From an optimization exercise on the open Yosys and OpenROAD flow, aimed at small area; shortcuts taken in it are not production practice.
The RTL was checked by simulation tests, not by an equivalence proof against the original design.
Power is estimated from default activity; no workload was simulated.

--- flow/run.sh ---
#!/bin/bash
set -e
cp standard.sh standard_sh_copy.log
export BUFFER_PORTS_ARGS="-buffer_cell sky130_fd_sc_hd__buf_1"
export CTS_ARGS="-sink_clustering_enable -repair_clock_nets -dont_use_dummy_load"
bash standard.sh finish > standard.log 2>&1
--- standard.sh ---
#!/bin/bash
# synth_recipe.tcl (not shown) runs the flow's synth.tcl, then flattens the netlist and writes it again
# the make line also repeats each setting of config.mk as NAME=value (left out here)
make -C /OpenROAD-flow-scripts/flow DESIGN_CONFIG=/design/flow/config.mk WORK_HOME=/design/flow/orfs CLKGATE_MAP_FILE= SYNTH_SCRIPT=/design/flow/synth_recipe.tcl "${@:-finish}"
--- config.mk ---
export PLATFORM = sky130hd
export DESIGN_NAME = weakcore
export DESIGN_NICKNAME = weakcore
export VERILOG_FILES = /design/flow/design.v
export SDC_FILE = /design/flow/constraint.sdc
export NUM_CORES = 4
export LEC_CHECK = 0
export CAP_MARGIN = 20
export CORE_MARGIN = 2
export CORE_UTILIZATION = 40
export SLEW_MARGIN = 20
--- constraint.sdc ---
create_clock -name core_clock -period 10.0 [get_ports {clk}]
set_input_delay 2.0000 -clock core_clock [delete_from_list [all_inputs] [get_ports {clk}]]
set_output_delay 2.0000 -clock core_clock [all_outputs]
set_load 0.01 [all_outputs]
--- design.v ---
module weakcore(
	input wire clk, input wire rst,
	input wire [31:0] bus_in,
	output wire [31:0] bus_out,
	output wire [31:0] bus_addr,
	output wire bus_req,
	input wire bus_ack,
	output wire bus_wr,
	output wire [3:0] bus_wr_mask);
	reg s_if, s_idle, s_id, s_exe, s_wb;
	reg [31:2] ir;
	reg [31:2] pc;
	reg [31:0] A;
	reg tk;
	wire [2:0] f3 = ir[14:12];
	wire [4:0] rd = ir[11:7];
	wire [4:0] rs1 = ir[19:15];
	wire [4:0] rs2 = ir[24:20];
	wire is_u	= ir[4] & ir[2];		 
	wire is_auipc	= is_u & ~ir[5];
	wire is_alu	= ir[4] & ~ir[2];		 
	wire is_op	= is_alu & ir[5];
	wire is_jump	= ir[6] & ir[2];		 
	wire is_jal	= ir[3];
	wire is_jalr	= is_jump & ~ir[3];
	wire is_br	= ir[6] & ~ir[2];
	wire is_mem	= ~ir[6] & ~ir[4];		 
	wire is_ld	= is_mem & ~ir[5];
	wire is_st	= is_mem & ir[5];
	wire no_wb	= ir[5] & ~ir[4] & ~ir[2];	 
	wire [4:0] ra = s_id ? rs1 : rs2;
	wire [31:0] wdata;
	wire exe_done = ~is_mem | bus_ack;
	wire we = s_exe & ~no_wb & exe_done;
	wire [31:0] rfq [1:31];
	genvar g;
	generate
		for (g = 1; g < 32; g = g + 1) begin : R
			reg [31:0] q;
			always @ (posedge clk)
				if (we && rd == g)
					q <= wdata;
			assign rfq[g] = q;
		end
	endgenerate
	reg [31:0] port;
	integer k;
	always @ (*) begin
		port = 32'b0;
		for (k = 1; k < 32; k = k + 1)
			port = port | (rfq[k] & {32{ra == k}});
	end
	wire [31:0] imm_i = {{21{ir[31]}}, ir[30:20]};
	wire [31:0] imm_s = {{21{ir[31]}}, ir[30:25], ir[11:7]};
	wire [31:0] imm_b = {{20{ir[31]}}, ir[7], ir[30:25], ir[11:8], 1'b0};
	wire [31:0] imm_u = {ir[31:12], 12'b0};
	wire [31:0] imm_j = {{12{ir[31]}}, ir[19:12], ir[20], ir[30:21], 1'b0};
	wire sel_i = (s_exe & ((is_alu & ~is_op) | is_ld)) |
		     (s_wb & is_jalr);
	wire sel_s = s_exe & is_st;
	wire sel_b = s_wb & is_br & tk;
	wire sel_u = s_exe & is_u;
	wire sel_j = s_wb & is_jal;
	wire sel_4 = (s_exe & is_jump) |
		     (s_wb & ~is_jump & ~(is_br & tk));
	wire sel_p = s_exe & (is_op | is_br);
	wire [31:0] imm = ({32{sel_i}} & imm_i) |
			  ({32{sel_s}} & imm_s) |
			  ({32{sel_b}} & imm_b) |
			  ({32{sel_u}} & imm_u) |
			  ({32{sel_j}} & imm_j) |
			  {29'b0, sel_4, 2'b0};
	wire [31:0] opb = ({32{sel_p}} & port) | imm;
	wire sub = s_exe & (is_br |
		(is_alu & ((f3[2:1] == 2'b01) |
			   (is_op & ir[30] & f3 == 3'b000))));
	wire sel_a = (s_exe & ~is_u & ~is_jump) | (s_wb & is_jalr);
	wire sel_pc = s_if | (s_exe & (is_auipc | is_jump)) |
		      (s_wb & ~is_jalr);
	wire [31:0] op1 = ({32{sel_a}} & A) | ({32{sel_pc}} & {pc, 2'b00});
	wire [31:0] op2 = opb ^ {32{sub}};
	wire [32:0] sum = {1'b0, op1} + {1'b0, op2} + {32'b0, sub};
	wire lt = (A[31] ^ opb[31]) ? A[31] : sum[31];
	wire ltu = ~sum[32];
	wire [31:0] x_xor = A ^ opb;
	wire eq = ~|x_xor;
	wire br_cond = f3[2] ? (f3[1] ? ltu : lt) : eq;
	wire taken = br_cond ^ f3[0];
	wire sh_left = ~f3[2];
	wire [31:0] a_rev;
	generate
		for (g = 0; g < 32; g = g + 1) begin : REV
			assign a_rev[g] = A[31 - g];
		end
	endgenerate
	wire [31:0] sh_in = sh_left ? a_rev : A;
	wire sh_fill = ~sh_left & ir[30] & A[31];
	wire [32:0] sh_ext = {sh_fill, sh_in};
	wire [32:0] sh_out = $signed(sh_ext) >>> opb[4:0];
	wire [31:0] sh_rev;
	generate
		for (g = 0; g < 32; g = g + 1) begin : REV2
			assign sh_rev[g] = sh_out[31 - g];
		end
	endgenerate
	reg [31:0] alu;
	always @ (*) begin
		case (f3)
		3'b000: alu = sum[31:0];
		3'b001: alu = sh_rev;
		3'b010: alu = {31'b0, lt};
		3'b011: alu = {31'b0, ltu};
		3'b100: alu = x_xor;
		3'b101: alu = sh_out[31:0];
		3'b110: alu = A | opb;
		default: alu = A & opb;
		endcase
	end
	wire [1:0] ea = sum[1:0];
	wire [15:0] ld_h = ea[1] ? bus_in[31:16] : bus_in[15:0];
	wire [7:0] ld_b = ea[0] ? ld_h[15:8] : ld_h[7:0];
	wire ld_sign = ~f3[2] & (f3[0] ? ld_h[15] : ld_b[7]);
	wire [31:0] ld = {f3[1] ? bus_in[31:16] : {16{ld_sign}},
			  (f3[1:0] == 2'b00) ? {8{ld_sign}} : ld_h[15:8],
			  (f3[1:0] == 2'b00) ? ld_b : ld_h[7:0]};
	assign wdata = is_ld ? ld : (is_alu ? alu : sum[31:0]);
	always @ (posedge clk) begin
		if (~rst) begin
			s_if <= 1'b1;
			s_idle <= 1'b0;
			s_id <= 1'b0;
			s_exe <= 1'b0;
			s_wb <= 1'b0;
		end else begin
			s_if <= s_wb | (s_if & ~bus_ack);
			s_idle <= s_if & bus_ack;
			s_id <= s_idle;
			s_exe <= s_id | (s_exe & ~exe_done);
			s_wb <= s_exe & exe_done;
		end
	end
	always @ (posedge clk) begin
		if (~rst)
			pc <= 30'b0;
		else if (s_wb)
			pc <= sum[31:2];
	end
	always @ (posedge clk) begin
		if (s_if)
			ir <= bus_in[31:2];
		if (s_id)
			A <= port;
		tk <= taken;
	end
	assign bus_req = s_if | (s_exe & is_mem);
	assign bus_wr = s_exe & is_st;
	assign bus_addr = {sum[31:2], 2'b00};
	assign bus_out = {f3[1] ? port[31:24] : (f3[0] ? port[15:8] : port[7:0]),
			  f3[1] ? port[23:16] : port[7:0],
			  (f3[1] | f3[0]) ? port[15:8] : port[7:0],
			  port[7:0]};
	assign bus_wr_mask = f3[1] ? 4'b1111 :
			     f3[0] ? (ea[1] ? 4'b1100 : 4'b0011) :
			     (4'b0001 << ea);
endmodule
==> run summary, run 1 <==
----------------------------------------------------
[Outcome]
  Result of the run ... complete, no violations

[Place]
  Port Buffers ... 102
  Number of placed instances, taps included ... 5325
  DP Wirelength ... 145 mm
  Gp weighted congestion ... 1.08
  Worst slack, placed ... ~0.73 ns

[Global route]
  Pin count of the biggest net entering global routing ... 54
  Via count of the first global-routing pass ... 34911
  Total congestion overflow after global routing ... 0
  Met2 track demand over resource ... 0.531
  Highest-utilization routing layer at the global route stage ... met2
  Total global routing track utilization ... 0.342
  First-pass GRT wire length ... 296 mm
  Initial antenna violation count ... 11
  Global routing usage on met3 ... 0.0718
  Global Route met1 Usage ... 0.437

[Setup path]
  Slowest library cell on the worst path ... sky130_fd_sc_hd__nor2_4
  Worst path max stage delay ... 0.70 ns
  Element type at the critical path end ... output port
  RR Startpoint ... ir[21]
  Data required, critical path ... 8.00 ns
  Type of the worst setup path ... reg2out
  Crit Path Max Fanout ... 13
  Cell with the most instances on the worst path ... sky130_fd_sc_hd__a21o_1
  CP Cell Sequence ... buf_4 > nor4bb_1 > nor2_2 > nor2_4 > buf_4 > a22o_1 > nor3_1 > nand4_1 > a221oi_2 > xnor2_1 > ha_1 > a21o_1 > a21o_1 > a21o_1 > a21o_1 > a211oi_1 > o41a_1 > o21ai_0 > a41o_1 > a31oi_1 > nor2b_1 > mux2i_1 > or2_2 > buf_1
  Element type at the critical path start ... register
  Worst endpoint data arrival time ... 7.75 ns
  Startpoint of the most critical setup path ... ir[19]

[Logic synthesis]
  Total of flip-flops plus latches after synthesis ... 1090
  Count of different cell masters after synthesis ... 104
  Number of enable flip-flop cells after synthesis ... 1054
  Gate Count Post-Synth ... roughly 3600
  Post-Synth Adder-Cell Area ... 0.0245
  Cell type contributing the most total cell area after synthesis ... sky130_fd_sc_hd__edfxtp_1
  Most numerous cell types in the synthesized netlist ... sky130_fd_sc_hd__edfxtp_1, sky130_fd_sc_hd__a22oi_1, sky130_fd_sc_hd__nand2_1, sky130_fd_sc_hd__nor2_1, sky130_fd_sc_hd__clkbuf_1
  Per-instance average area after synthesis ... roughly 14 sq um
  Proportion of synthesized area in mux cells ... 0.0288
  Most numerous cell in the Yosys netlist ... sky130_fd_sc_hd__edfxtp_1
  Async set or reset register ratio after synthesis ... 0
  Fraction of the mapped netlist area in simple logic gates ... 0.0832
  Part of the Yosys area used for sequential elements ... 0.657
  Synthesized cell area ... a little under 50000 sq um
  Combinational family with the most area after synthesis ... compound AO/OA/AOI/OAI gates
  Synthesized-area fraction occupied by xor and xnor cells ... 0.0103
  Top post-synthesis cells by area ... sky130_fd_sc_hd__edfxtp_1, sky130_fd_sc_hd__a22oi_1, sky130_fd_sc_hd__ha_1, sky130_fd_sc_hd__a22o_1, sky130_fd_sc_hd__mux2i_1
  Share of the synthesized area in compound gates (AO/OA/AOI/OAI) ... 0.167
  Synth warn ... 1
  Synth top area share ... 0.643
  Top FF cell, synth ... sky130_fd_sc_hd__edfxtp_1

[Power]
  LEAKAGE ... 0.0189 uW
  Worst vdd rail ir drop ... between 0.1 and 0.15 mV
  Power per unit of standard cell area ... 179 nW/um^2
  Final Total Pwr ... 10000 uW

[Clock tree]
  Clk sink count ... approximately 1100
  Clock tree from TritonCTS ... done
  Clock root cell ... sky130_fd_sc_hd__clkbuf_16
  Clock latency reported for the late side of the worst-skew pair ... 0.73 ns
  Clock Path Buffers ... 3
  Clock transition time at the flip-flop clock pins of the worst setup and hold paths ... 0.06 ns
  Maximum level of the CTS H-tree ... 3
  TritonCTS Buffers ... 110

[Route]
  Drc violations ... 0
  Violation count after the first detailed-route iteration ... 6182
  Routed length per placed instance ... 40.2 um
  Via density per instance ... 6.84
  Total Routed Length ... 219 mm
  Remaining antenna violation count ... 0
  Routed via count ... 37378
  Number of iterations in the first detailed-routing pass ... 6

[Timing]
  Transition time at the pin with the least slew margin ... 1.26 ns
  Final setup slack of the worst path ... 0.249 ns
  Number of max-slew violations in the final report ... 0
  Normalized max-slew margin ... 0.162
  Shortest clock period the worst path allows after layout ... 9.75 ns
  Aggregate negative setup slack ... 0 ns
  Maximum operating frequency ... 103 MHz
  Number of endpoints with negative hold slack in the final report ... 0
  Final clock period utilization by the worst path ... 0.975
  Largest clock skew in the final design ... approximately 0.095 ns
  Final setup violation count ... 0
  RSZ-0062 raised after global routing ... false

[Layout]
  Synth-to-Final Area Change ... 13.7%
  Utilization after layout ... 0.459
  Final-stage net count ... 3968
  Final standard cell count with taps included and fillers excluded ... roughly 5500
  Fraction of final layout cells with drive strength greater than 1 ... 0.139

[Job]
  Max Cap Violations ... 0

[Floorplanning]
  Number of rows in the core area ... between 100 and 150
  Ports ... 105
  Die area ... 126000 sq um
  Effective utilization at floorplan ... 0.404
  Vertical extent of the die ... 355 um
  Floorplan Core Area ... 122000 sq um
  Width of the die ... approximately 350 um

[Min path]
  Type of the most critical hold path ... reg2reg
  Launch point of the worst hold path ... s_idle

----------------------------------------------------
-- report_power, final --
group / internal (uW) / switching (uW)
Combinational: 321 / 1020
Clock: 1910 / 1590
Sequential: 5150 / 44.1
-- final timing paths --
path / to / slack [ns] / depth (start not counted)
setup / recovery: bus_addr[30] / 0.25 / 24
hold / removal: s_id / 0.44 / 1
setup reg to reg: R[13].q[0] / 1.21 / 22
hold reg to reg: s_id / 0.44 / 1
-- worst max-delay path: cells and delay by family (launching register included) --
kind	cells	cell delay (ns)
AND/OR/NAND/NOR	7	2.50
XOR/XNOR	1	0.18
adder cells (fa/ha/maj)	1	0.44
multiplexers	1	0.18
buffers and inverters	3	0.73
flip-flops	1	0.52
AO/OA/AOI/OAI	11	2.55
-- sequential cells by signal, indices dropped and copies added, names as in the netlist --
register  count
R.q         992
s_exe         1
A            32
pc           30
s_wb          1
s_if          1
s_idle        1
s_id          1
ir           30
tk            1
-- stage by stage --
| step | cell area, sq um | hold WS, ns |
|---|---|---|
| global route | 56000 | 0.465 |
| detailed placement | 52900 | 0.428 |
| finish | 56000 | 0.436 |
| CTS | 55700 | 0.443 |
| global placement | 52900 | 0.451 |
| floorplan | 49200 | 0.412 |
-- cell usage in the layout, fill, tap and decap left out, drive strengths merged, types with 33 or more instances in the layout --
| master | instances |
|---|---|
| o211ai | 38 |
| nor2b | 38 |
| ha | 95 |
| nand4 | 60 |
| o21ai | 133 |
| a21oi | 170 |
| a221oi | 73 |
| a21o | 33 |
| a31oi | 43 |
| nand3 | 121 |
| edfxtp | 1054 |
| buf | 339 |
| clkbuf | 110 |
| mux2i | 89 |
| inv | 84 |
| nor3 | 34 |
| a22oi | 285 |
| dfxtp | 36 |
| a222oi | 46 |
| nand2 | 197 |
| xnor2 | 50 |
| a22o | 108 |
| nor2 | 193 |
-- repair_timing --
item                                    CTS  global route
pin swaps                                 0             2
gates resized for setup                   1            12
gates cloned                              0             0
endpoints found under the setup margin    1             9
setup buffers                             0            22
hold buffers                              0             0
-- area by class of cell --
class | count | area, sq um
Tap cell | 1625 | 2030
Fill cell | 10910 | 66100
Multi-Input combinational cell | 2206 | 16200
Antenna cell | 3 | 7.51
Inverter | 90 | 355
Timing Repair Buffer | 339 | 2210
Sequential cell | 1090 | 32400
Clock buffer | 110 | 2750
-- routing by layer --
layer | up-vias | wire length [um] | part of all wire
met2 | 2830 | 98100 | 0.45
met3 | 640 | 24200 | 0.11
met1 | 18949 | 80300 | 0.37
li1 | 14951 | - | -
met5 | - | 54 | 0.00025
met4 | 8 | 16800 | 0.076
-- kinds of logic after synthesis --
logic type      Yosys count
compound gates         1124
flops                  1090
simple gates            804
buf+inv                 346
mux                     122
fa+ha+maj                96
xor+xnor                 58
other cells               1
==> run 2, diff against run 1 <==
==> run.sh (new file) <==
#!/bin/bash
# synth_recipe.tcl (not shown) runs the flow's synth.tcl, then flattens the netlist and writes it again
# the make line also repeats each setting of config.mk as NAME=value (left out here)
make -C /OpenROAD-flow-scripts/flow DESIGN_CONFIG=/design/flow/config.mk WORK_HOME=/design/flow/orfs CLKGATE_MAP_FILE= SYNTH_SCRIPT=/design/flow/synth_recipe.tcl finish
removed: flow/run.sh
removed: standard.sh
==> run 2 against run 1 <==
Against the previous run: setup slack better by 0.032 ns; synthesized cell count unchanged; die area unchanged; sequential cell count unchanged; register-to-register slack better by 0.61 ns; critical path type unchanged; critical endpoint unchanged; combinational power up 4%; utilization up 1.3 points.
==> run summary, run 2 <==
----------------------------------------------------
[Setup path]
  Worst endpoint data arrival time ... ~7.7 ns
  Slowest library cell on the worst path ... sky130_fd_sc_hd__or3_1
  Type of the worst setup path ... reg2out
  Element type at the critical path end ... output port
  Worst path max stage delay ... 0.54 ns
  Element type at the critical path start ... register
  Crit Path Max Fanout ... 19
  Data required, critical path ... 8.00 ns
  Buffers & Inverters on Critical Path ... 5
  CP delay by family, top ... compound AO/OA/AOI/OAI gates
  Cell with the most instances on the worst path ... sky130_fd_sc_hd__buf_4

[Logic synthesis]
  Gate Count Post-Synth ... 3641
  Combinational family with the most area after synthesis ... compound AO/OA/AOI/OAI gates
  Cell type contributing the most total cell area after synthesis ... sky130_fd_sc_hd__edfxtp_1
  Synthesized cell area ... 49200 sq um
  Top post-synthesis cells by area ... sky130_fd_sc_hd__edfxtp_1, sky130_fd_sc_hd__a22oi_1, sky130_fd_sc_hd__ha_1, sky130_fd_sc_hd__a22o_1, sky130_fd_sc_hd__mux2i_1
  Share of the synthesized area in compound gates (AO/OA/AOI/OAI) ... 0.167
  Synth warn ... 1
  Part of the Yosys area used for sequential elements ... 0.657
  Synth top area share ... 0.643
  Fraction of the mapped netlist area in simple logic gates ... 0.0832
  Most numerous cell in the Yosys netlist ... sky130_fd_sc_hd__edfxtp_1
  Post-Synth Adder-Cell Area ... 0.0245
  Count of different cell masters after synthesis ... 104
  Top FF cell, synth ... sky130_fd_sc_hd__edfxtp_1
  Proportion of synthesized area in mux cells ... 0.0288
  Most numerous cell types in the synthesized netlist ... sky130_fd_sc_hd__edfxtp_1, sky130_fd_sc_hd__a22oi_1, sky130_fd_sc_hd__nand2_1, sky130_fd_sc_hd__nor2_1, sky130_fd_sc_hd__clkbuf_1
  Per-instance average area after synthesis ... around 14 sq um
  Async set or reset register ratio after synthesis ... 0
  Total of flip-flops plus latches after synthesis ... between 1000 and 1500
  Number of enable flip-flop cells after synthesis ... approximately 1100
  Synthesized-area fraction occupied by xor and xnor cells ... 0.0103

[Power]
  Portion of total power attributed to combinational logic ... 0.132
  Proportion of power drawn by flip-flops and latches ... 0.489
  Switching Fraction ... 0.272
  Switching component of the power ... between 2000 and 3000 uW
  P_int ... between 7000 and 8000 uW
  Power per unit of standard cell area ... 184 nW/um^2
  Worst vdd rail ir drop ... between 0.15 and 0.2 mV
  Final Total Pwr ... between 10000 and 15000 uW
  Clk pwr share ... 0.380
  LEAKAGE ... 0.0195 uW

[Floorplanning]
  Number of rows in the core area ... 128
  Floorplan Core Area ... 122000 sq um
  Width of the die ... ~350 um
  Ports ... 105
  Vertical extent of the die ... 355 um
  Effective utilization at floorplan ... 0.404
  Die area ... 126000 sq um

[Global route]
  Total global routing track utilization ... 0.341
  Via count of the first global-routing pass ... around 35000
  Pin count of the biggest net entering global routing ... 66
  First-pass GRT wire length ... 295 mm
  Initial antenna violation count ... 8
  Total congestion overflow after global routing ... 0

[Layout]
  Largest register FFs ... 992
  Leading cell type in the layout, fill and taps excluded ... sky130_fd_sc_hd__edfxtp_1
  Fraction of final layout cells with drive strength greater than 1 ... 0.152
  Final standard cell count with taps included and fillers excluded ... about 5600
  Synth-to-Final Area Change ... 17.0%
  Leading cell types in the layout, fill and taps excluded ... sky130_fd_sc_hd__edfxtp_1, sky130_fd_sc_hd__a22oi_1, sky130_fd_sc_hd__buf_4, sky130_fd_sc_hd__nand2_1, sky130_fd_sc_hd__a21oi_1
  Largest register by flop count ... R.q
  Registers with the most flip-flops ... R.q (992), A (32)
  Final-stage net count ... 3972
  Utilization after layout ... 0.472

[Timing]
  Normalized max-slew margin ... 0.169
  Minimum hold slack ... 0.481 ns
  Transition time at the pin with the least slew margin ... 1.24 ns
  Maximum operating frequency ... 103 MHz
  Aggregate negative setup slack ... 0 ns
  Number of endpoints with negative hold slack in the final report ... 0
  Number of max-slew violations in the final report ... 0
  Final setup violation count ... 0
  Shortest clock period the worst path allows after layout ... 9.72 ns
  RSZ-0062 raised after global routing ... false
  Largest clock skew in the final design ... between 0.06 and 0.07 ns
  Final clock period utilization by the worst path ... 0.972

[Outcome]
  Result of the run ... complete, no violations

[Clock tree]
  Maximum level of the CTS H-tree ... 3
  Hold buffer count at CTS ... 0
  Clock transition time at the flip-flop clock pins of the worst setup and hold paths ... about 0.06 ns
  Clk sink count ... 1090
  Clock Path Buffers ... 3
  TritonCTS Buffers ... 109
  Clock latency reported for the late side of the worst-skew pair ... 0.75 ns
  Clock tree from TritonCTS ... done
  Clock root cell ... sky130_fd_sc_hd__clkbuf_16

[Place]
  Port Buffers ... 102
  Number of placed instances, taps included ... 5320
  DP Wirelength ... 144 mm
  Gp weighted congestion ... just over 1

[Route]
  Via density per instance ... approximately 6.8
  Routed length per placed instance ... 39.9 um
  Routed via count ... 37630
  Drc violations ... 0
  Remaining antenna violation count ... 0
  Number of iterations in the first detailed-routing pass ... 8
  Violation count after the first detailed-route iteration ... roughly 6200
  Total Routed Length ... about 220 mm

[Job]
  Max Cap Violations ... 0

[Min path]
  Type of the most critical hold path ... reg2reg

----------------------------------------------------
## run 2: cell types whose count changed in the layout (fill, tap and decap cells not counted), sizes merged
cell,before,now
nor2,193,197
inv,84,93
bufinv,0,7
clkbuf,110,119
buf,339,238
diode,3,5
clkinv,5,65
clkdlybuf4s50,0,102
clkinvlp,1,8
## run 2: cell families after synthesis
group,Yosys count
AO/OA/AOI/OAI,1124
flip-flops,1090
AND/OR/NAND/NOR,804
buffers and inverters,346
multiplexers,122
adder cells (fa/ha/maj),96
XOR/XNOR,58
other,1
## run 2: what timing repair did
action                     CTS  global route
pin swaps                    0            10
setup endpoints to repair    2             8
cloned                       0             4
buffers inserted             0            29
gates resized for setup      2            27
## run 2: layout make-up
cell class	count	area, sq um
fillers	10797	64400
flip-flops and latches	1090	32400
repair buffers	340	3030
clock buffers	119	2770
clock inverters	83	713
diodes	5	12.5
well taps	1625	2030
inverters	90	352
multi-input cells	2210	16300
## run 2: final timing paths
check | from | to | slack, ns | depth (start not counted)
max reg2reg | ir[18] | R[28].q[0] | 1.82 | 26
max | ir[18] | bus_addr[30] | 0.28 | 25
min reg2reg | pc[2] | pc[2] | 0.48 | 1
min | pc[2] | pc[2] | 0.48 | 1
## run 2: metal layers
metal | GRT usage | up-vias | routed length (um)
met2 | 0.538 | 2765 | 101000
met5 | 0 | - | 28
met4 | 0.198 | 4 | 15700
li1 | - | 15047 | -
met1 | 0.439 | 19191 | 82400
met3 | 0.0666 | 623 | 22800
## run 2: through the flow
stage | setup slack [ns] | area, sq um
3_5_place_dp | 0.616 | 53600
2_1_floorplan | 1.56 | 49200
6_report | 0.280 | 57600
3_3_place_gp | 0.603 | 53600
5_1_grt | 0.00764 | 57600
4_1_cts | 0.0193 | 57100
## run 2: power groups by stage
stage | combinational, uW | sequential [uW] | clock (uW)
global placement | 1300 | 5290 | 0
global route | 1420 | 5190 | 4230
detailed placement | 1300 | 5290 | 0
floorplan | 589 | 5270 | 0
CTS | 1310 | 5190 | 4060
finish | 1400 | 5190 | 4030
==> run 3, diff against run 2 <==
--- a/config.mk
+++ b/config.mk
@@ -9,3 +9,4 @@
 export CORE_MARGIN = 2
 export CORE_UTILIZATION = 40
+export CTS_BUF_LIST = sky130_fd_sc_hd__clkbuf_4 sky130_fd_sc_hd__clkbuf_8
 export SLEW_MARGIN = 20
==> run 3 against run 2 <==
Against the previous run: via count increased by 1.0%; sequential share of layout area decreased by 0.083 points; die area stayed put; count of clock-buffer cells in the layout rose by 120; clock skew is 0.0021 ns lower; combinational power barely moved; total power down 1.7%; cell count is 2.2% higher; critical path depth unchanged; critical path type unchanged; critical endpoint unchanged; largest cell class unchanged; largest power group unchanged; highest routed layer unchanged.
==> run summary, run 3 <==
----------------------------------------------------
[Outcome]
  Result of the run ... complete, no violations

[Layout]
  Synth-to-Final Area Change ... 17.1%
  Registers with the most flip-flops ... R.q (992), A (32)
  Final-stage net count ... 4054
  Leading cell types in the layout, fill and taps excluded ... sky130_fd_sc_hd__edfxtp_1, sky130_fd_sc_hd__a22oi_1, sky130_fd_sc_hd__buf_4, sky130_fd_sc_hd__nand2_1, sky130_fd_sc_hd__clkbuf_8
  Largest register by flop count ... R.q
  Leading cell type in the layout, fill and taps excluded ... sky130_fd_sc_hd__edfxtp_1
  Largest register FFs ... around 990
  Fraction of final layout cells with drive strength greater than 1 ... 0.180
  Final standard cell count with taps included and fillers excluded ... 5683
  Number of fill cells in the layout ... 10830

[Setup path]
  Crit Path Max Fanout ... 21
  RR Startpoint ... ir[18]
  Critical path destination ... bus_addr[30]
  Type of the worst setup path ... reg2out
  Element type at the critical path start ... register
  Element type at the critical path end ... output port
  FF-to-FF End ... R[28].q[0]
  Startpoint of the most critical setup path ... ir[20]
  Reg2Reg Setup Slack ... 1.81 ns
  Worst-case reg-to-reg path depth ... 24
  Data required, critical path ... 8.00 ns
  Worst endpoint data arrival time ... 7.77 ns

[Timing]
  Number of endpoints with negative hold slack in the final report ... 0
  Aggregate negative setup slack ... 0 ns
  Final setup violation count ... 0
  Transition time at the pin with the least slew margin ... ~1.2 ns
  Shortest clock period the worst path allows after layout ... 9.77 ns
  Largest clock skew in the final design ... roughly 0.06 ns
  Final clock period utilization by the worst path ... 0.977
  Maximum operating frequency ... 102 MHz
  Normalized max-slew margin ... 0.213
  Number of max-slew violations in the final report ... 0

[Clock tree]
  Clock latency reported for the late side of the worst-skew pair ... 0.90 ns
  Clock tree from TritonCTS ... done
  Clock Path Buffers ... 3
  Hold buffer count at CTS ... 0
  Clk sink count ... 1090
  Clock transition time at the flip-flop clock pins of the worst setup and hold paths ... 0.06 ns
  Maximum level of the CTS H-tree ... 4
  TritonCTS Buffers ... ~180
  Clock root cell ... sky130_fd_sc_hd__clkbuf_8

[Logic synthesis]
  Count of different cell masters after synthesis ... 104
  Synth top area share ... 0.643
  Top post-synthesis cells by area ... sky130_fd_sc_hd__edfxtp_1, sky130_fd_sc_hd__a22oi_1, sky130_fd_sc_hd__ha_1, sky130_fd_sc_hd__a22o_1, sky130_fd_sc_hd__mux2i_1
  Most numerous cell types in the synthesized netlist ... sky130_fd_sc_hd__edfxtp_1, sky130_fd_sc_hd__a22oi_1, sky130_fd_sc_hd__nand2_1, sky130_fd_sc_hd__nor2_1, sky130_fd_sc_hd__clkbuf_1
  Number of enable flip-flop cells after synthesis ... 1054
  Gate Count Post-Synth ... 3641
  Cell type contributing the most total cell area after synthesis ... sky130_fd_sc_hd__edfxtp_1
  Part of the Yosys area used for sequential elements ... 0.657
  Synth warn ... 1
  Async set or reset register ratio after synthesis ... 0
  Most numerous cell in the Yosys netlist ... sky130_fd_sc_hd__edfxtp_1
  Synthesized cell area ... 49200 sq um
  Top FF cell, synth ... sky130_fd_sc_hd__edfxtp_1
  Per-instance average area after synthesis ... between 10 and 15 sq um
  Total of flip-flops plus latches after synthesis ... roughly 1100

[Power]
  Final Total Pwr ... between 10000 and 15000 uW
  Clk pwr share ... 0.368
  Worst vdd rail ir drop ... 0.130 mV
  Switching Fraction ... 0.280
  P_int ... 7510 uW
  Portion of total power attributed to combinational logic ... 0.135
  Switching component of the power ... 2920 uW
  Proportion of power drawn by flip-flops and latches ... 0.498
  Power per unit of standard cell area ... roughly 180 nW/um^2
  LEAKAGE ... 0.0197 uW

[Global route]
  Initial antenna violation count ... 8
  First-pass GRT wire length ... 299 mm
  Total congestion overflow after global routing ... 0
  Via count of the first global-routing pass ... 35487
  Pin count of the biggest net entering global routing ... between 60 and 70
  Total global routing track utilization ... 0.345

[Floorplanning]
  Die area ... 126000 sq um
  Width of the die ... 355 um
  Vertical extent of the die ... about 350 um
  Number of rows in the core area ... 128
  Ports ... 105
  Effective utilization at floorplan ... 0.404
  Floorplan Core Area ... 122000 sq um

[Route]
  Remaining antenna violation count ... 0
  Via density per instance ... 6.69
  Number of iterations in the first detailed-routing pass ... 6
  Routed length per placed instance ... 39.3 um
  Violation count after the first detailed-route iteration ... approximately 6000
  Routed via count ... 38010
  Total Routed Length ... 223 mm
  Drc violations ... 0

[Place]
  Port Buffers ... 102
  Number of placed instances, taps included ... 5320
  Gp weighted congestion ... 1.02
  DP Wirelength ... 144 mm

[Min path]
  Type of the most critical hold path ... reg2reg

[Job]
  Max Cap Violations ... 0

----------------------------------------------------
==> run 3: per-stage QoR <==
| stage | hold slack [ns] | utilization | setup WS (ns) | instance area (sq um) |
|---|---|---|---|---|
| after floorplan | 0.412 | - | 1.56 | 49200 |
| after global placement | 0.462 | 0.439 | 0.603 | 53600 |
| after detailed placement | 0.463 | 0.439 | 0.616 | 53600 |
| after CTS | 0.480 | 0.468 | 0.00129 | 57200 |
| after global routing | 0.500 | 0.473 | -0.0246 | 57700 |
| final | 0.480 | 0.473 | 0.234 | 57700 |
==> run 3: worst min-delay path by stage <==
stage | start | to | slack (ns) | cells after the start
final | pc[2] | pc[2] | 0.48 | 1
after global routing | pc[2] | pc[2] | 0.50 | 1
after CTS | pc[2] | pc[2] | 0.48 | 1
after detailed placement | s_idle | s_id | 0.46 | 1
after global placement | pc[2] | pc[2] | 0.46 | 1
after floorplan | s_idle | s_id | 0.41 | 1
==> run 3: cell type report <==
| cell class | instances | area [sq um] | area share |
|---|---|---|---|
| Antenna cell | 4 | 10.0 | 0.000174 |
| Tap cell | 1625 | 2030 | 0.0352 |
| Clock inverter | 72 | 509 | 0.00883 |
| Inverter | 90 | 352 | 0.00610 |
| Multi-Input combinational cell | 2210 | 16400 | 0.284 |
| Clock buffer | 239 | 2920 | 0.0506 |
| Sequential cell | 1090 | 32400 | 0.561 |
| Timing Repair Buffer | 353 | 3100 | 0.0538 |
==> run 3: worst max-delay path: stages (launching register included) <==
cell,delay [ns]
sky130_fd_sc_hd__edfxtp_1,0.36
sky130_fd_sc_hd__buf_4,0.20
sky130_fd_sc_hd__or4b_2,0.73
sky130_fd_sc_hd__a2bb2oi_4,0.50
sky130_fd_sc_hd__buf_4,0.51
sky130_fd_sc_hd__a22oi_1,0.16
sky130_fd_sc_hd__nand4_1,0.15
sky130_fd_sc_hd__nor2_1,0.08
sky130_fd_sc_hd__nand4_1,0.25
sky130_fd_sc_hd__a221oi_2,0.15
sky130_fd_sc_hd__xnor2_1,0.19
sky130_fd_sc_hd__ha_1,0.43
sky130_fd_sc_hd__a21o_1,0.21
sky130_fd_sc_hd__a21o_1,0.17
sky130_fd_sc_hd__a21o_1,0.18
sky130_fd_sc_hd__a21o_1,0.19
sky130_fd_sc_hd__a211oi_1,0.23
sky130_fd_sc_hd__o41a_1,0.24
sky130_fd_sc_hd__o21ai_0,0.11
sky130_fd_sc_hd__buf_4,0.15
sky130_fd_sc_hd__a41o_1,0.27
sky130_fd_sc_hd__a31oi_2,0.29
sky130_fd_sc_hd__nor2b_1,0.10
sky130_fd_sc_hd__mux2i_1,0.16
sky130_fd_sc_hd__or2_2,0.32
sky130_fd_sc_hd__clkdlybuf4s50_1,0.51
==> run 3: power by group through the flow <==
stage / Clock [uW] / Combinational (uW) / Sequential, uW
after floorplan: 0 / 589 / 5270
after global placement: 0 / 1300 / 5290
after detailed placement: 0 / 1300 / 5290
after CTS: 3860 / 1320 / 5190
after global routing: 4060 / 1430 / 5190
final: 3830 / 1400 / 5190
==> run 3: routing by layer <==
metal / GRT usage / wire [um] / up-vias
li1: - / - / 15234
met1: 0.441 / 83300 / 19430
met2: 0.541 / 101000 / 2718
met3: 0.0724 / 22900 / 618
met4: 0.208 / 16000 / 10
met5: 0 / 64 / -
==> run 3: cell families (layout without fill, tap and decap cells) <==
| kind of cell | after synthesis | in the layout | synth area share |
|---|---|---|---|
| other cells | 1 | 6 | 0.0000762 |
| fa+ha+maj | 96 | 96 | 0.0245 |
| buf+inv | 346 | 754 | 0.0291 |
| simple gates | 804 | 808 | 0.0832 |
| flops | 1090 | 1090 | 0.657 |
| compound gates | 1124 | 1124 | 0.167 |
| xor+xnor | 58 | 58 | 0.0103 |
| mux | 122 | 122 | 0.0288 |
==> run 3: timing repair <==
action / in CTS / in global routing
endpoints found under the setup margin: 7 / 8
endpoints found under the hold margin: 0 / 0
pin swaps: 5 / 13
setup buffers: 8 / 33
cloned: 2 / 2
resized for setup: 15 / 24
==> run 4, diff against run 3 <==
--- a/design.v
+++ b/design.v
@@ -75,8 +75,17 @@
 		(is_alu & ((f3[2:1] == 2'b01) |
 			   (is_op & ir[30] & f3 == 3'b000))));
-	wire sel_a = (s_exe & ~is_u & ~is_jump) | (s_wb & is_jalr);
+	wire sh_left = ~f3[2];
+	wire sel_r = s_exe & is_alu & (f3[1:0] == 2'b01) & sh_left;
+	wire sel_a = (s_exe & ~is_u & ~is_jump & ~sel_r) | (s_wb & is_jalr);
+	wire [31:0] a_rev;
+	generate
+		for (g = 0; g < 32; g = g + 1) begin : REV
+			assign a_rev[g] = A[31 - g];
+		end
+	endgenerate
 	wire sel_pc = s_if | (s_exe & (is_auipc | is_jump)) |
 		      (s_wb & ~is_jalr);
-	wire [31:0] op1 = ({32{sel_a}} & A) | ({32{sel_pc}} & {pc, 2'b00});
+	wire [31:0] op1 = ({32{sel_a}} & A) | ({32{sel_pc}} & {pc, 2'b00}) |
+			  ({32{sel_r}} & a_rev);
 	wire [31:0] op2 = opb ^ {32{sub}};
 	wire [32:0] sum = {1'b0, op1} + {1'b0, op2} + {32'b0, sub};
@@ -87,12 +96,5 @@
 	wire br_cond = f3[2] ? (f3[1] ? ltu : lt) : eq;
 	wire taken = br_cond ^ f3[0];
-	wire sh_left = ~f3[2];
-	wire [31:0] a_rev;
-	generate
-		for (g = 0; g < 32; g = g + 1) begin : REV
-			assign a_rev[g] = A[31 - g];
-		end
-	endgenerate
-	wire [31:0] sh_in = sh_left ? a_rev : A;
+	wire [31:0] sh_in = op1;
 	wire sh_fill = ~sh_left & ir[30] & A[31];
 	wire [32:0] sh_ext = {sh_fill, sh_in};
==> flow/run.sh (new file) <==
#!/bin/bash
# Layout flow: the standard ORFS flow (standard.sh) with these changes:
#  - synthesis: the standard script (synth_recipe.tcl) with only ABC's script
#    replaced by flow/area.abc, and no pre-mapped adder cells / Kogge-Stone
#    adder map, so ABC maps the adder logic itself (registers are unchanged);
#  - port buffers use sky130_fd_sc_hd__buf_1;
#  - CTS: clkbuf_16 leaf clusters of up to 25 sinks, no dummy loads.
# Each tool's log is in orfs/logs/; make's output is in flow_make.log.
set -euo pipefail
here=$(pwd)

# synthesis script = synth_recipe.tcl plus an override of the abc command
{
  head -n 1 synth_recipe.tcl
  cat <<'EOT'
proc abc {args} {
  set i [lsearch -exact $args -script]
  if {$i >= 0} { lset args [expr {$i + 1}] $::env(MY_ABC_SCRIPT) }
  yosys abc {*}$args
}
EOT
  tail -n +2 synth_recipe.tcl
} > my_synth.tcl

export MY_ABC_SCRIPT=$here/flow/area.abc
export BUFFER_PORTS_ARGS="-buffer_cell sky130_fd_sc_hd__buf_1"
export CTS_ARGS="-sink_clustering_enable -repair_clock_nets -dont_use_dummy_load -buf_list sky130_fd_sc_hd__clkbuf_16 -sink_clustering_size 25 -sink_clustering_max_diameter 80"

sed -e "s#SYNTH_SCRIPT=[^ ]*#SYNTH_SCRIPT=$here/my_synth.tcl ADDER_MAP_FILE= SYNTH_OPERATIONS_ARGS=-nofsm#" standard.sh > my_standard.sh
bash my_standard.sh finish > flow_make.log 2>&1
==> flow/area.abc (new file) <==
strash
&get -n
&st
&dch -f
&nf
&put
buffer -c
topo
stime -c
upsize -c
dnsize -c
==> standard.sh (new file) <==
#!/bin/bash
# synth_recipe.tcl (not shown) runs the flow's synth.tcl, then flattens the netlist and writes it again
# the make line also repeats each setting of config.mk as NAME=value (left out here)
make -C /OpenROAD-flow-scripts/flow DESIGN_CONFIG=/design/flow/config.mk WORK_HOME=/design/flow/orfs CLKGATE_MAP_FILE= SYNTH_SCRIPT=/design/flow/synth_recipe.tcl "${@:-finish}"
==> config.mk (replaced) <==
export PLATFORM = sky130hd
export DESIGN_NAME = weakcore
export DESIGN_NICKNAME = weakcore
export VERILOG_FILES = /design/flow/design.v
export SDC_FILE = /design/flow/constraint.sdc
export NUM_CORES = 4
export LEC_CHECK = 0
export CAP_MARGIN = 5
export CORE_MARGIN = 2
export CORE_UTILIZATION = 60
export SLEW_MARGIN = 5
removed: run.sh
==> run 4 against run 3 <==
Against the previous run: count of clock-buffer cells in the layout decreased by 182; hold slack got worse by 0.024 ns; non-clock buffer count decreased by 101; synthesized area decreased by 7.2%; global-route usage increased by 8.7 points; sequential cell count unchanged; synthesized cell count decreased by 9.2%; combinational power decreased by 28%; setup slack improved by 0.31 ns; largest power group unchanged.
==> run summary, run 4 <==
----------------------------------------------------
[Outcome]
  Result of the run ... complete, no violations

[Layout]
  Synth-to-Final Area Change ... 8.70%
  Registers with the most flip-flops ... R.q (992), A (32)
  Leading cell types in the layout, fill and taps excluded ... sky130_fd_sc_hd__edfxtp_1, sky130_fd_sc_hd__nand2_1, sky130_fd_sc_hd__a21oi_1, sky130_fd_sc_hd__nor2_1, sky130_fd_sc_hd__o21ai_0
  Fraction of final layout cells with drive strength greater than 1 ... 0.105
  Final instance area ... 49700 sq um
  Largest register FFs ... 992
  Final-stage net count ... 3445
  Largest register by flop count ... R.q
  Leading cell type in the layout, fill and taps excluded ... sky130_fd_sc_hd__edfxtp_1

[Floorplanning]
  Die area ... slightly below 80000 sq um
  Width of the die ... ~280 um
  Floorplan Core Area ... about 76000 sq um
  Vertical extent of the die ... about 280 um
  Ports ... 105
  Effective utilization at floorplan ... 0.604
  Number of rows in the core area ... 101

[Setup path]
  Type of the worst setup path ... reg2out
  Startpoint of the most critical setup path ... ir[22]
  Data required, critical path ... ~8.0 ns
  RR Startpoint ... ir[22]
  Crit Path Max Fanout ... 21
  Worst endpoint data arrival time ... roughly 7.5 ns
  Element type at the critical path end ... output port
  Element type at the critical path start ... register

[Logic synthesis]
  Synthesized cell area ... 45700 sq um
  Synth top area share ... 0.693
  Per-instance average area after synthesis ... 13.8 sq um
  Gate Count Post-Synth ... 3307
  Total of flip-flops plus latches after synthesis ... 1090
  Most numerous cell in the Yosys netlist ... sky130_fd_sc_hd__edfxtp_1
  Cell type contributing the most total cell area after synthesis ... sky130_fd_sc_hd__edfxtp_1
  Part of the Yosys area used for sequential elements ... 0.709
  Number of enable flip-flop cells after synthesis ... between 1000 and 1500
  Top FF cell, synth ... sky130_fd_sc_hd__edfxtp_1
  Top post-synthesis cells by area ... sky130_fd_sc_hd__edfxtp_1, sky130_fd_sc_hd__a222oi_1, sky130_fd_sc_hd__nand2_1, sky130_fd_sc_hd__a22oi_1, sky130_fd_sc_hd__o21ai_0
  Count of different cell masters after synthesis ... 84
  Async set or reset register ratio after synthesis ... 0
  Most numerous cell types in the synthesized netlist ... sky130_fd_sc_hd__edfxtp_1, sky130_fd_sc_hd__nand2_1, sky130_fd_sc_hd__nor2_1, sky130_fd_sc_hd__o21ai_0, sky130_fd_sc_hd__a21oi_1
  Synth warn ... 1

[Timing]
  Transition time at the pin with the least slew margin ... 1.37 ns
  Final setup violation count ... 0
  Final clock period utilization by the worst path ... 0.946
  Number of max-slew violations in the final report ... 0
  Number of endpoints with negative hold slack in the final report ... 0
  Aggregate negative setup slack ... 0 ns
  Shortest clock period the worst path allows after layout ... 9.46 ns
  RSZ-0062 raised after global routing ... false
  Normalized max-slew margin ... 0.0882
  Maximum operating frequency ... 106 MHz
  Largest clock skew in the final design ... 0.119 ns

[Power]
  Power per unit of standard cell area ... roughly 170 nW/um^2
  Switching component of the power ... 2190 uW
  Worst vdd rail ir drop ... approximately 0.17 mV
  Portion of total power attributed to combinational logic ... 0.118
  Proportion of power drawn by flip-flops and latches ... 0.605
  Clk pwr share ... 0.277
  LEAKAGE ... 0.0160 uW
  Switching Fraction ... 0.257
  P_int ... between 6000 and 7000 uW

[Clock tree]
  Clock transition time at the flip-flop clock pins of the worst setup and hold paths ... 0.05 ns
  TritonCTS Buffers ... 57
  Clk sink count ... 1090
  Clock root cell ... sky130_fd_sc_hd__clkbuf_16
  Maximum level of the CTS H-tree ... 2
  Hold buffer count at CTS ... 0
  Clock tree from TritonCTS ... done
  Clock Path Buffers ... 3
  Clock latency reported for the late side of the worst-skew pair ... 0.72 ns
  CTS resizes ... 0
  Postcts setup bufs ... 0

[Place]
  Gp weighted congestion ... 1.10
  DP Wirelength ... 113 mm
  Port Buffers ... 102
  Post-placement cell area ... 48200 sq um

[Route]
  Routed length per placed instance ... 38.6 um
  Violation count after the first detailed-route iteration ... 5767
  Via density per instance ... ~7.5
  Total Routed Length ... 169 mm
  Number of iterations in the first detailed-routing pass ... 10
  Remaining antenna violation count ... 0
  Routed via count ... between 30000 and 40000
  Drc violations ... 0

[Global route]
  Total global routing track utilization ... 0.432
  Pin count of the biggest net entering global routing ... 54
  First-pass GRT wire length ... 236 mm
  Via count of the first global-routing pass ... between 30000 and 40000
  Initial antenna violation count ... 9
  Total congestion overflow after global routing ... 0

[Min path]
  Launch point of the worst hold path ... pc[18]
  Type of the most critical hold path ... reg2reg

[Job]
  Max Cap Violations ... 0

----------------------------------------------------
## run 4: cell count changes in the layout (fill, tap and decap cells not counted), sizes merged, moves of 44 or more
| cell | before | now |
|---|---|---|
| clkbuf | 239 | 57 |
| mux2i | 89 | 45 |
| nand3 | 121 | 50 |
| nand2 | 197 | 365 |
| a222oi | 46 | 152 |
| o21ai | 133 | 184 |
| ha | 95 | 0 |
| a22oi | 285 | 153 |
| clkinv | 64 | 0 |
| a22o | 108 | 57 |
| clkdlybuf4s50 | 102 | 0 |
## run 4: worst paths after layout
check,to,slack (ns),cells past startpoint
worst max-delay path,bus_addr[27],0.54,24
worst min-delay path,pc[18],0.46,2
worst max register to register,R[26].q[28],1.51,24
worst min register to register,pc[18],0.46,2
## run 4: power groups by stage
stage / logic, uW / registers (uW) / clock network [uW]
after global routing: 1030 / 5160 / 2480
after floorplan: 469 / 5250 / 0
final: 1010 / 5160 / 2370
after CTS: 950 / 5160 / 2350
after detailed placement: 946 / 5260 / 0
after global placement: 929 / 5260 / 0
## run 4: critical path, cell delays in order, from the launching register on
cell and delay, ns:
sky130_fd_sc_hd__edfxtp_1 0.55, sky130_fd_sc_hd__mux2_4 0.36, sky130_fd_sc_hd__nand2b_1 0.48, sky130_fd_sc_hd__nor3_2 0.10, sky130_fd_sc_hd__buf_4 0.28, sky130_fd_sc_hd__buf_4 0.24, sky130_fd_sc_hd__a22oi_1 0.19, sky130_fd_sc_hd__nand3_1 0.09
sky130_fd_sc_hd__a21oi_1 0.42, sky130_fd_sc_hd__nand3_1 0.14, sky130_fd_sc_hd__nor2_1 0.18, sky130_fd_sc_hd__buf_4 0.24, sky130_fd_sc_hd__o21ai_0 0.17, sky130_fd_sc_hd__xnor2_1 0.98, sky130_fd_sc_hd__xnor2_1 0.23, sky130_fd_sc_hd__and2_1 0.24
sky130_fd_sc_hd__a21oi_1 0.16, sky130_fd_sc_hd__o21ai_0 0.16, sky130_fd_sc_hd__a21o_2 0.28, sky130_fd_sc_hd__a21oi_4 0.29, sky130_fd_sc_hd__inv_2 0.07, sky130_fd_sc_hd__a31oi_1 0.21, sky130_fd_sc_hd__o21ai_1 0.10, sky130_fd_sc_hd__xor2_1 0.37
sky130_fd_sc_hd__buf_1 0.21
## run 4: cell type report
type	count	area, sq um
flip-flops and latches	1090	32400
fillers	5217	26000
multi-input cells	1946	12900
repair buffers	252	1530
clock buffers	57	1430
well taps	978	1220
inverters	63	236
diodes	6	15.0
## run 4: routing by layer
| layer | vias up | GRT usage | wire length (um) |
|---|---|---|---|
| li1 | 13253 | - | - |
| met1 | 16162 | 0.566 | 57800 |
| met2 | 3057 | 0.658 | 75100 |
| met3 | 543 | 0.111 | 24000 |
| met4 | 4 | 0.256 | 12400 |
| met5 | - | 0 | 32 |
## run 4: per-stage QoR
stage	setup slack [ns]	std cells	total power [uW]	util	hold WS [ns]
after detailed placement	1.50	4329	6210	0.637	0.444
after floorplan	2.19	3308	5720	-	0.412
after global placement	1.51	4329	6190	0.637	0.436
after CTS	0.794	4386	8460	0.655	0.455
after global routing	0.331	4387	8670	0.656	0.480
final	0.545	4392	8540	0.656	0.456
## run 4: cells by family (layout without fill, tap and decap cells)
group	after synthesis	after routing	share of synthesized area
compound gates	919	919	0.146
xor+xnor	107	107	0.0211
fa+ha+maj	9	9	0.00208
buf+inv	272	372	0.0237
flops	1090	1090	0.709
mux	58	58	0.0133
other cells	1	8	0.0000821
simple gates	851	851	0.0849
==> run 5, diff against run 4 <==
==> flow/area.abc (replaced) <==
strash
&get -n
&st
&dch -f
&nf
&put
topo
stime -c
dnsize -c
--- a/config.mk
+++ b/config.mk
@@ -6,6 +6,6 @@
 export NUM_CORES = 4
 export LEC_CHECK = 0
-export CAP_MARGIN = 5
+export CAP_MARGIN = 20
 export CORE_MARGIN = 2
-export CORE_UTILIZATION = 60
-export SLEW_MARGIN = 5
+export CORE_UTILIZATION = 40
+export SLEW_MARGIN = 20
==> run 5 against run 4 <==
Against the previous run: synthesized area fell by 2.1%; critical path depth rose by 1; count of clock-buffer cells in the layout fell by 1; highest routed layer is now met4.
==> run summary, run 5 <==
----------------------------------------------------
[Setup path]
  Crit Path Max Fanout ... 23
  Element type at the critical path start ... register
  Data required, critical path ... around 8.0 ns
  Reg2Reg Setup Slack ... ~1.6 ns
  Worst endpoint data arrival time ... around 7.7 ns
  RR Startpoint ... s_id
  Worst-case reg-to-reg path depth ... 30
  FF-to-FF End ... R[20].q[27]
  Element type at the critical path end ... output port
  Type of the worst setup path ... reg2out

[Clock tree]
  Maximum level of the CTS H-tree ... 2
  Postcts setup bufs ... 0
  Clock latency reported for the late side of the worst-skew pair ... 0.74 ns
  Clock Path Buffers ... 3
  Clock tree from TritonCTS ... done
  Clk sink count ... 1090
  Clock root cell ... sky130_fd_sc_hd__clkbuf_16
  Clock transition time at the flip-flop clock pins of the worst setup and hold paths ... 0.09 ns
  TritonCTS Buffers ... 56

[Timing]
  Final clock period utilization by the worst path ... 0.966
  Transition time at the pin with the least slew margin ... 1.19 ns
  Shortest clock period the worst path allows after layout ... 9.66 ns
  Number of endpoints with negative hold slack in the final report ... 0
  Maximum operating frequency ... around 100 MHz
  Number of max-slew violations in the final report ... 0
  Largest clock skew in the final design ... 0.151 ns
  RSZ-0062 raised after global routing ... false
  Final setup slack of the worst path ... 0.335 ns
  Normalized max-slew margin ... 0.198
  Aggregate negative setup slack ... 0 ns
  Final setup violation count ... 0

[Outcome]
  Result of the run ... complete, no violations

[Floorplanning]
  Ports ... 105
  Width of the die ... 338 um
  Vertical extent of the die ... 338 um
  Effective utilization at floorplan ... 0.404
  Die area ... around 110000 sq um
  Floorplan Core Area ... 111000 sq um
  Number of rows in the core area ... 122

[Global route]
  Total global routing track utilization ... 0.276
  First-pass GRT wire length ... 227 mm
  Total congestion overflow after global routing ... 0
  Initial antenna violation count ... 3
  Via count of the first global-routing pass ... 29304
  Pin count of the biggest net entering global routing ... 53

[Place]
  Gp weighted congestion ... 1.02
  Worst slack, placed ... 0.446 ns
  DP Wirelength ... 107 mm
  Port Buffers ... 102

[Route]
  Amount of wire on met2 after detailed routing ... 73.4 mm
  Detailed-routing wirelength on met1 ... between 60 and 70 mm
  Violation count after the first detailed-route iteration ... 5034
  Total Routed Length ... 163 mm
  Remaining antenna violation count ... 0
  Number of iterations in the first detailed-routing pass ... 9
  Routed length per placed instance ... 33.1 um
  Amount of wire on met3 after detailed routing ... 17.0 mm
  Via density per instance ... 6.45
  Routed via count ... 31694
  Drc violations ... 0
  Top routing layer in use ... met4

[Logic synthesis]
  Gate Count Post-Synth ... 3108
  Synthesized cell area ... 44700 sq um
  Number of enable flip-flop cells after synthesis ... 1054
  Synth warn ... 1
  Synth top area share ... 0.708
  Top FF cell, synth ... sky130_fd_sc_hd__edfxtp_1
  Cell type contributing the most total cell area after synthesis ... sky130_fd_sc_hd__edfxtp_1
  Async set or reset register ratio after synthesis ... 0
  Top post-synthesis cells by area ... sky130_fd_sc_hd__edfxtp_1, sky130_fd_sc_hd__a222oi_1, sky130_fd_sc_hd__nand2_1, sky130_fd_sc_hd__a22oi_1, sky130_fd_sc_hd__o21ai_0
  Most numerous cell types in the synthesized netlist ... sky130_fd_sc_hd__edfxtp_1, sky130_fd_sc_hd__nand2_1, sky130_fd_sc_hd__nor2_1, sky130_fd_sc_hd__o21ai_0, sky130_fd_sc_hd__a21oi_1
  Total of flip-flops plus latches after synthesis ... 1090
  Most numerous cell in the Yosys netlist ... sky130_fd_sc_hd__edfxtp_1
  Count of different cell masters after synthesis ... 58
  Per-instance average area after synthesis ... 14.4 sq um
  Part of the Yosys area used for sequential elements ... 0.724

[Layout]
  Fraction of final layout cells with drive strength greater than 1 ... 0.0981
  Largest register by flop count ... R.q
  Final-stage net count ... approximately 3500
  Leading cell types in the layout, fill and taps excluded ... sky130_fd_sc_hd__edfxtp_1, sky130_fd_sc_hd__nand2_1, sky130_fd_sc_hd__a21oi_1, sky130_fd_sc_hd__o21ai_0, sky130_fd_sc_hd__nor2_1
  Leading cell type in the layout, fill and taps excluded ... sky130_fd_sc_hd__edfxtp_1
  Synth-to-Final Area Change ... 12.9%
  Utilization after layout ... 0.456
  Registers with the most flip-flops ... R.q (992), A (32)
  Largest register FFs ... slightly below 1000
  Number of fill cells in the layout ... 9932

[Min path]
  Hold worst-path end ... pc[17]
  Launch point of the worst hold path ... pc[17]
  Type of the most critical hold path ... reg2reg
  Count of cells along the worst hold path ... 2

[Job]
  Max Cap Violations ... 0

[Power]
  LEAKAGE ... approximately 0.016 uW
  Worst vdd rail ir drop ... 0.158 mV
  Power per unit of standard cell area ... 169 nW/um^2

----------------------------------------------------
-- run 5: power breakdown --
group | switching (uW) | leakage, uW | total (uW) | internal [uW]
registers | 27.0 | 0.0101 | 5150 | 5120
logic | 797 | 0.00504 | 1020 | 227
clock network | 1390 | 0.000690 | 2380 | 992
-- run 5: cells by family after synthesis --
kind of cell | count (synthesis) | share of synthesized area
fa+ha+maj | 9 | 0.00201
simple gates | 851 | 0.0858
buf+inv | 73 | 0.00696
xor+xnor | 107 | 0.0209
mux | 58 | 0.0133
compound gates | 919 | 0.147
flops | 1090 | 0.724
other cells | 1 | 0.0000838
-- run 5: how the worst max path moves through the flow --
| stage | from | end | slack, ns | cells after the start |
|---|---|---|---|---|
| 2_1_floorplan | s_id | bus_addr[31] | 0.06 | 21 |
| 3_3_place_gp | s_id | bus_addr[23] | 0.65 | 26 |
| 3_5_place_dp | s_id | bus_addr[23] | 0.45 | 26 |
| 4_1_cts | s_id | bus_addr[23] | 0.1 | 26 |
| 5_1_grt | ir[22] | bus_addr[23] | 0.02 | 21 |
| 6_report | s_id | bus_addr[22] | 0.34 | 25 |
-- run 5: final cells by class --
cell class | count | area [sq um] | area share
diodes | 2 | 5.00 | 0.0000991
clock buffers | 56 | 1400 | 0.0277
inverters | 63 | 236 | 0.00468
multi-input cells | 1946 | 12900 | 0.255
flip-flops and latches | 1090 | 32400 | 0.641
well taps | 1488 | 1860 | 0.0369
repair buffers | 271 | 1760 | 0.0347
-- run 5: timing repair --
action,in CTS,in global routing
gates resized for setup,2,14
hold buffers,0,0
pin swaps,0,0
endpoints found under the setup margin,6,9
-- run 5: per-layer routing --
metal | vias up | global-route usage
li1 | 13299 | -
met4 | 0 | 0.113
met5 | - | 0
met2 | 1928 | 0.427
met1 | 16134 | 0.385
met3 | 333 | 0.0529
-- run 5: critical path: stages, from the launching register on --
cell,delay (ns)
sky130_fd_sc_hd__dfxtp_2,0.38
sky130_fd_sc_hd__buf_6,0.26
sky130_fd_sc_hd__mux2_1,0.39
sky130_fd_sc_hd__nand2_2,0.24
sky130_fd_sc_hd__buf_4,0.25
sky130_fd_sc_hd__nor3_4,0.12
sky130_fd_sc_hd__buf_4,0.26
sky130_fd_sc_hd__a222oi_1,0.31
sky130_fd_sc_hd__nand3_1,0.13
sky130_fd_sc_hd__a21oi_1,0.20
sky130_fd_sc_hd__nand4_1,0.30
sky130_fd_sc_hd__nor2_1,0.73
sky130_fd_sc_hd__o21ai_0,0.16
sky130_fd_sc_hd__buf_4,0.20
sky130_fd_sc_hd__xnor2_1,0.13
sky130_fd_sc_hd__and2_0,0.21
sky130_fd_sc_hd__maj3_1,0.39
sky130_fd_sc_hd__a31oi_1,0.22
sky130_fd_sc_hd__o21ai_0,0.13
sky130_fd_sc_hd__a21oi_1,0.22
sky130_fd_sc_hd__o31ai_1,0.16
sky130_fd_sc_hd__and2_0,0.20
sky130_fd_sc_hd__o21ai_0,0.32
sky130_fd_sc_hd__xor2_1,0.55
sky130_fd_sc_hd__clkinv_1,0.27
sky130_fd_sc_hd__buf_1,0.19
-- run 5: through the flow --
| stage | std cells | area, sq um | power (uW) | hold slack, ns |
|---|---|---|---|---|
| after CTS | 4914 | 50500 | 8540 | 0.455 |
| after global placement | 4858 | 49000 | 6230 | 0.437 |
| after global routing | 4914 | 50500 | 8760 | 0.482 |
| final | 4916 | 50500 | 8550 | 0.454 |
| after detailed placement | 4858 | 49100 | 6240 | 0.443 |
| after floorplan | 3109 | 44900 | 5700 | 0.413 |
==> run 6, diff against run 5 <==
==> flow/area.abc (replaced) <==
strash
&get -n
&st
&dch -f
&nf
&put
buffer -c
topo
stime -c
upsize -c
dnsize -c
==> run 6 against run 5 <==
Against the previous run: still clean; non-clock buffer count shrank 2; synthesized area grew 2.1%; clock skew shrank 0.047 ns; hold slack gained 0.0086 ns; critical path type unchanged.
==> run summary, run 6 <==
----------------------------------------------------
[Timing]
  Number of endpoints with negative hold slack in the final report ... 0
  Number of max-slew violations in the final report ... 0
  Minimum hold slack ... approximately 0.46 ns
  Shortest clock period the worst path allows after layout ... about 9.6 ns
  Aggregate negative setup slack ... 0 ns
  Final setup violation count ... 0
  Normalized max-slew margin ... 0.208
  Maximum operating frequency ... 104 MHz
  RSZ-0062 raised after global routing ... false
  Final clock period utilization by the worst path ... 0.963
  Largest clock skew in the final design ... 0.104 ns
  Transition time at the pin with the least slew margin ... 1.18 ns

[Clock tree]
  Hold buffer count at CTS ... 0
  Clk sink count ... around 1100
  Clock root cell ... sky130_fd_sc_hd__clkbuf_16
  Maximum level of the CTS H-tree ... 2
  Clock Path Buffers ... 3
  Clock latency reported for the late side of the worst-skew pair ... roughly 0.72 ns
  Clock tree from TritonCTS ... done
  CTS resizes ... 0
  TritonCTS Buffers ... 55
  Clock transition time at the flip-flop clock pins of the worst setup and hold paths ... 0.06 ns
  Postcts setup bufs ... 0

[Layout]
  Number of fill cells in the layout ... 10106
  Largest register by flop count ... R.q
  Synth-to-Final Area Change ... 10.2%
  Largest register FFs ... 992
  Fraction of final layout cells with drive strength greater than 1 ... 0.109
  Leading cell types in the layout, fill and taps excluded ... sky130_fd_sc_hd__edfxtp_1, sky130_fd_sc_hd__nand2_1, sky130_fd_sc_hd__a21oi_1, sky130_fd_sc_hd__buf_4, sky130_fd_sc_hd__nor2_1
  Leading cell type in the layout, fill and taps excluded ... sky130_fd_sc_hd__edfxtp_1
  Final-stage net count ... 3460
  Final standard cell count with taps included and fillers excluded ... 4924
  Registers with the most flip-flops ... R.q (992), A (32)

[Logic synthesis]
  Synth warn ... 1
  Gate Count Post-Synth ... 3307
  Per-instance average area after synthesis ... 13.8 sq um
  Part of the Yosys area used for sequential elements ... 0.709
  Synth top area share ... 0.693
  Number of enable flip-flop cells after synthesis ... 1054
  Total of flip-flops plus latches after synthesis ... about 1100
  Most numerous cell types in the synthesized netlist ... sky130_fd_sc_hd__edfxtp_1, sky130_fd_sc_hd__nand2_1, sky130_fd_sc_hd__nor2_1, sky130_fd_sc_hd__o21ai_0, sky130_fd_sc_hd__a21oi_1
  Top post-synthesis cells by area ... sky130_fd_sc_hd__edfxtp_1, sky130_fd_sc_hd__a222oi_1, sky130_fd_sc_hd__nand2_1, sky130_fd_sc_hd__a22oi_1, sky130_fd_sc_hd__o21ai_0
  Count of different cell masters after synthesis ... 84
  Cell type contributing the most total cell area after synthesis ... sky130_fd_sc_hd__edfxtp_1
  Most numerous cell in the Yosys netlist ... sky130_fd_sc_hd__edfxtp_1
  Synthesized cell area ... 45700 sq um
  Async set or reset register ratio after synthesis ... 0
  Top FF cell, synth ... sky130_fd_sc_hd__edfxtp_1

[Setup path]
  Element type at the critical path end ... output port
  Type of the worst setup path ... reg2out
  Data required, critical path ... approximately 8.0 ns
  Crit Path Max Fanout ... 27
  Element type at the critical path start ... register
  Worst endpoint data arrival time ... between 7 and 8 ns

[Route]
  Routed length per placed instance ... 34.9 um
  Via density per instance ... roughly 6.5
  Remaining antenna violation count ... 0
  Drc violations ... 0
  Violation count after the first detailed-route iteration ... between 5000 and 6000
  Total Routed Length ... 172 mm
  Number of iterations in the first detailed-routing pass ... 10
  Routed via count ... 31781

[Global route]
  Total global routing track utilization ... 0.289
  Initial antenna violation count ... 11
  Via count of the first global-routing pass ... 29959
  Total congestion overflow after global routing ... 0
  Pin count of the biggest net entering global routing ... 58
  First-pass GRT wire length ... 238 mm

[Floorplanning]
  Ports ... around 110
  Vertical extent of the die ... 342 um
  Floorplan Core Area ... roughly 110000 sq um
  Number of rows in the core area ... 123
  Effective utilization at floorplan ... 0.404
  Width of the die ... 342 um
  Die area ... 117000 sq um

[Power]
  Power per unit of standard cell area ... 169 nW/um^2
  LEAKAGE ... 0.0161 uW
  Worst vdd rail ir drop ... 0.125 mV
  Final Total Pwr ... approximately 8500 uW

[Min path]
  Type of the most critical hold path ... reg2reg

[Place]
  Port Buffers ... 102
  Number of placed instances, taps included ... between 4000 and 5000
  Gp weighted congestion ... 1.01
  DP Wirelength ... roughly 120 mm

[Outcome]
  Result of the run ... complete, no violations

[Job]
  Max Cap Violations ... 0

----------------------------------------------------
[run 6: metrics by stage]
stage	util	worst slack, ns	instance area [sq um]
after floorplan	-	2.19	45700
after global placement	0.433	1.38	48900
after detailed placement	0.433	1.26	49000
after CTS	0.446	0.529	50300
after global routing	0.446	0.0782	50400
final	0.446	0.371	50400
[run 6: cells by family after synthesis]
group | share of synthesized area
other | 0.0000821
buffers and inverters | 0.0237
flip-flops | 0.709
AND/OR/NAND/NOR | 0.0849
AO/OA/AOI/OAI | 0.146
multiplexers | 0.0133
adder cells (fa/ha/maj) | 0.00208
XOR/XNOR | 0.0211
[run 6: power by group]
| part | switching (uW) | leakage (uW) | total (uW) | internal, uW |
|---|---|---|---|---|
| Combinational | 771 | 0.00530 | 993 | 222 |
| Clock | 1390 | 0.000678 | 2360 | 975 |
| Sequential | 39.7 | 0.0101 | 5160 | 5120 |
[run 6: cell type report]
type | count | area (sq um) | area share
Clock buffer | 55 | 1380 | 0.0273
Sequential cell | 1090 | 32400 | 0.643
Tap cell | 1500 | 1880 | 0.0373
Multi-Input combinational cell | 1946 | 12900 | 0.255
Antenna cell | 1 | 2.50 | 0.0000497
Timing Repair Buffer | 269 | 1640 | 0.0326
Inverter | 63 | 236 | 0.00470
[run 6: worst max-delay path: stages, from the launching register on]
cell	delay, ns
sky130_fd_sc_hd__dfxtp_2	0.35
sky130_fd_sc_hd__buf_4	0.38
sky130_fd_sc_hd__mux2_2	0.56
sky130_fd_sc_hd__nand3_1	0.42
sky130_fd_sc_hd__nor2_4	0.90
sky130_fd_sc_hd__buf_4	0.38
sky130_fd_sc_hd__a221oi_1	0.11
sky130_fd_sc_hd__nand4_1	0.25
sky130_fd_sc_hd__nor2_1	0.13
sky130_fd_sc_hd__o21ai_0	0.54
sky130_fd_sc_hd__xnor2_1	0.26
sky130_fd_sc_hd__and2_1	0.25
sky130_fd_sc_hd__maj3_1	0.38
sky130_fd_sc_hd__a31oi_1	0.24
sky130_fd_sc_hd__o21ai_0	0.21
sky130_fd_sc_hd__a21oi_2	0.33
sky130_fd_sc_hd__o31ai_2	0.14
sky130_fd_sc_hd__and2_4	0.19
sky130_fd_sc_hd__o21ai_2	0.18
sky130_fd_sc_hd__xor2_1	0.43
sky130_fd_sc_hd__inv_1	0.14
sky130_fd_sc_hd__buf_1	0.16
[run 6: worst paths after layout]
path                            startpoint            to  slack, ns  cells after the start
worst max-delay path                  s_id  bus_addr[22]       0.37                     21
worst max register to register        s_id   R[16].q[27]       1.35                     24
worst min register to register      pc[31]        pc[31]       0.46                      2
worst min-delay path                pc[31]        pc[31]       0.46                      2
[run 6: routing by layer]
layer / vias to the layer above / routed length [um] / track usage
met2: 1958 / 77700 / 0.449
met5: - / 45 / 0
met4: 8 / 9240 / 0.135
met3: 362 / 17600 / 0.0591
li1: 13281 / - / -
met1: 16172 / 67200 / 0.391

-- re-timing with driven ports --
The results above use ideal ports. As a check the final layouts listed here were re-extracted and re-timed, cells and wires unchanged.
Step 1 assumes that a clkbuf_16 drives the clock port and a buf_2 every other input.
Step 2 times the ports against the registers' clock, not the clock port: input delays grow and output delays shrink by t, the midpoint of the rising clock arrivals with the driver on.
Three values: ideal, step 1, step 2; two values: the first two.
run | t, ns | setup WS [ns] | worst setup path after step 2 | worst slew at a driven data input, ns
run 1 | 0.772 | 0.249 / 0.161 / 0.933 | register to output | 0.13
run 2 | 0.807 | 0.280 / 0.195 / 1.002 | register to output | 0.07
run 3 | 0.953 | 0.234 / 0.153 / 1.106 | register to output | 0.07
run 4 | 0.729 | 0.545 / 0.476 / 1.204 | register to output | 0.05
run 5 | 0.729 | 0.335 / 0.269 / 0.997 | register to output | 0.04
run 6 | 0.742 | 0.371 / 0.300 / 1.042 | register to output | 0.17
After both steps every run listed still meets setup and hold.
